Source: an optimization exercise on an open RTL-to-GDS flow (aim: small area, a short achievable clock period and few clock cycles per item). Production flows keep margins and buffers that such runs may drop. At most, simulation tests tie the RTL to the original design; equivalence was not proved. No activity file was given, so power comes from the tool's default toggle rates.

==> 12-05 <==
// EQ
module EQ(
    clk,
    rst_n,
    in_valid,
    in_row,
    in_col,
    out_valid,
    out
);
clock: 5.5 ns
lec_check: 0
abc_area: 1
cap_margin: 20
core_margin: 2
core_utilization: 50
slew_margin: 20
run.sh (not shown) runs the stock make flow with config.mk's settings and CLKGATE_MAP_FILE= SYNTH_SCRIPT=/design/flow/synth_recipe.tcl, a recipe that flattens the netlist after the stock synthesis.
==> 04-10: changes against 12-05 <==
--- a/flow/config.mk
+++ b/flow/config.mk
@@ -10,3 +10,4 @@
 export CORE_MARGIN = 2
 export CORE_UTILIZATION = 50
+export SETUP_SLACK_MARGIN = 2.7
 export SLEW_MARGIN = 20
==> summary.txt <==
| quantity | 12-05 | 04-10 |
|---|---|---|
| Run status | complete, no violations | complete, no violations |
| Cells resized by post-CTS repair | 0 | 1 |
| Non-CTS inverters | 139 | 140 |
| Power density over the cells | 399 nW/um2 | 396 nW/um2 |
| Library cell contributing the largest single delay on the critical path | edfxtp_1 | o31ai_1 |
| Power share of the clock group | 0.183 | 0.176 |
| Starting DRC count in detailed routing | 1553 | 1651 |
| Length of routed wiring on met1 | 10500 um | 10800 um |
| Crit path depth | 19 | 11 |
| Clock Skew | 0.00834 ns | 0.00908 ns |
| Logic pwr share | 0.520 | 0.551 |
| Clock network area share | 0.0365 | 0.0348 |
| Total setup buffers inserted after CTS | 0 | 2 |
| Fmax | 336 MHz | 357 MHz |
| Multi-input combinational cell area | 4670 um2 | 4760 um2 |
| Peak ir drop on the vdd network | 0.161 mV | 0.165 mV |
| Data required time of the worst path | 5.59 ns | 5.60 ns |
| Final-layout non-clock buffer area share | 0.0183 | 0.0489 |
| Fraction of layout instances using a drive strength above 1 | 0.102 | 0.148 |
| Overall power after layout | 3.11 mW | 3.23 mW |
| Util after Layout | 0.538 | 0.563 |
| Register area | 1940 um2 | 1940 um2 |
| Number of global-route vias before repair | 7687 | 7723 |
Function was not checked in any run of this note: the RTL went through the layout flow alone.

* * *

==> inputs of run M <==
Another version of the RTL of EQ (not shown whole).
export LEC_CHECK = 0
export ABC_AREA = 1
export CAP_MARGIN = 20
export CORE_MARGIN = 2
export CORE_UTILIZATION = 50
export SETUP_SLACK_MARGIN = 2.0
export SLEW_MARGIN = 20
create_clock -name core_clock -period 5.5 [get_ports {clk}]
==> inputs of run H, as changes to run M <==
--- a/flow/config.mk
+++ b/flow/config.mk
@@ -10,4 +10,5 @@
 export CORE_MARGIN = 2
 export CORE_UTILIZATION = 50
-export SETUP_SLACK_MARGIN = 2.0
+export PLACE_DENSITY = 0.9
+export SETUP_SLACK_MARGIN = 2.7
 export SLEW_MARGIN = 20
==> inputs of run C, as changes to run M <==
--- a/flow/config.mk
+++ b/flow/config.mk
@@ -10,4 +10,4 @@
 export CORE_MARGIN = 2
 export CORE_UTILIZATION = 50
-export SETUP_SLACK_MARGIN = 2.0
+export SETUP_SLACK_MARGIN = 3.0
 export SLEW_MARGIN = 20
==> impl_results.md <==
- Via count: 9221
- Sequential cell power: 0.556 mW
- Fraction of layout cells with a size suffix above 1: 32.0%
- Int Power: 1.68 mW
- Design area: 9240 sq um
- Fill cells: 1226
- Worst Clk Skew: 10.9 ps
- Setup crit start: cb[7]$_DFFE_PP_
- Gpl congestion: 1.06
- Drt initial violations: 1499
- Outcome: finished clean
- Rel. slew slack: 51.6%
- Multi-input logic portion of the cell area: 63.8%
- Sequential power share: 15.2%
the above is filed under run C

==> impl_results.md <==
- Outcome: finished clean
- Sequential power share: 19.1%
- Multi-input logic portion of the cell area: 64.9%
- Fraction of layout cells with a size suffix above 1: 14.8%
- Int Power: 1.35 mW
- Setup crit start: cb[4]$_DFFE_PP_
- Drt initial violations: 1680
- Via count: 8836
- Fill cells: 1434
the above is filed under run H

==> impl_results.md <==
- Drt initial violations: 1387
- Int Power: 1.26 mW
- Rel. slew slack: 31.3%
- Worst Clk Skew: 9.82 ps
- Multi-input logic portion of the cell area: 67.6%
- Sequential power share: 22.3%
- Via count: 8409
- Fill cells: 1487
- Setup crit start: cb[3]$_DFFE_PP_
- Outcome: finished clean
- Sequential cell power: 0.645 mW
- Design area: 7330 sq um
- Gpl congestion: 1.06
- Htree depth: 2
the above is filed under run M

Testbench counts of run M, summed over its fixed seeds: cycles 4,707, puzzles 384.
Testbench counts of run H, summed over its fixed seeds: cycles 4,707, puzzles 384.
Testbench counts of run C, summed over its fixed seeds: cycles 4,707, puzzles 384.

* * *

==> inputs of run R <==
EQ again, from the RTL that the note above started with.
export LEC_CHECK = 0
export ABC_AREA = 1
export CAP_MARGIN = 20
export CORE_MARGIN = 2
export CORE_UTILIZATION = 50
export SLEW_MARGIN = 20
create_clock -name core_clock -period 5.5 [get_ports {clk}]
==> run P: changes against run R <==
--- a/flow/config.mk
+++ b/flow/config.mk
@@ -9,4 +9,6 @@
 export CAP_MARGIN = 20
 export CORE_MARGIN = 2
 export CORE_UTILIZATION = 50
+export PLACE_DENSITY = 0.8
+export SETUP_SLACK_MARGIN = 2.5
 export SLEW_MARGIN = 20
==> comparison <==
Run R ran to the end with no violations. Run P produced a clean layout. Against run P, the cell count of run R is lower by about 1.4%. Between run R and run P, the lower register-to-register slack is in run R (gap 0.26 ns). Sequential power: run P is smaller than run R (about 4%). Against run R, the power of run P is larger by about 2%. Between run R and run P, the lower wire length is in run R (gap 0.21%, measured against run P). Against run P, the critical path depth of run R is higher by 2. In run R the via count is smaller than in run P, by about 4%. In run R the global-route usage is higher than in run P, by 0.97 points. Between run R and run P, the lower worst hold slack is in run R (gap 0.0080 ns). Synthesized area is the same in run P and run R.
==> figures <==
| metric | run P | run R |
|---|---|---|
| Number of buffers outside the clock class in the layout | 33 | 14 |
| Final-layout worst hold slack | 0.490 ns | 0.482 ns |
| Reg-to-reg startpoint | ca[2] | cb[3] |
| Total internal power | 1.32 mW | 1.26 mW |
| Leak pwr | 4.53 nW | 4.45 nW |
| Non-clock buffering overhead in the final layout | 3.71% | 1.84% |
| First-pass GRT wire length | 41.8 mm | 42.4 mm |
| Data arrival time of the critical path | 2.84 ns | 3.02 ns |
| Total power divided by cell area | 395 nW/um^2 | 396 nW/um^2 |
| Number of global-route vias before repair | 7867 | 7705 |
| Net Switching | 1.64 mW | 1.63 mW |
| Hpwl dp | 20.7 mm | 21.3 mm |
| Outcome | timing/DRC/antenna clean | timing/DRC/antenna clean |
| Final weighted congestion in routability-driven placement | 1.10 | 1.06 |
| Required time at the worst-slack endpoint | 5.55 ns | 5.47 ns |
| Mean routed wirelength per cell | 18.5 um | 18.7 um |
| Share of power burned in combinational logic | 67.8% | 66.3% |
| Area of all placed cells without fillers | 7490 um^2 | 7330 um^2 |
| Seq/total area | 19.2% | 19.6% |
| CP Launch Point | ca[2] | cb[3] |
| End of the worst register-to-register path | idx[1] | idx[0] |
| Worst IR drop on VDD | 184 uV | 217 uV |
Testbench counts of run R, summed over its fixed seeds: cycles 4,707, puzzles 384.
Testbench counts of run P, summed over its fixed seeds: cycles 4,707, puzzles 384.

-- separate check: timing with driven ports --
How much do the figures lean on ideal ports? The routed layouts below were timed once more, with nothing changed but the port constraints.
Step 1: set_driving_cell puts a clkbuf_16 on clk and a buf_2 on each other input, an assumption about the parent block.
Step 2, shift: input delay + t, output delay - t, t = (earliest + latest rising clock arrival at the registers) / 2. This alone moves slack from input paths to output paths.
a / b / c = ideal / step 1 / step 2; a / b = the first two.
run | t (ns) | setup WS [ns] | worst slew at a driven data input, ns
12-05 | 0.376 | 2.525 / 2.525 / 2.342 | 0.03
04-10 | 0.381 | 2.700 / 2.700 / 2.568 | 0.03
run M | 0.339 | 2.450 / 2.450 / 2.450 | 0.03
run H | 0.334 | 2.795 / 2.795 / 2.559 | 0.03
run C | 0.346 | 2.728 / 2.728 / 2.728 | 0.03
run R | 0.339 | 2.450 / 2.450 / 2.450 | 0.03
run P | 0.345 | 2.713 / 2.713 / 2.602 | 0.03
After both steps every run listed still meets setup and hold. For run H, which loses most, drivers alone change the setup slack by 0.000 ns; drivers and shift together by -0.236 ns.
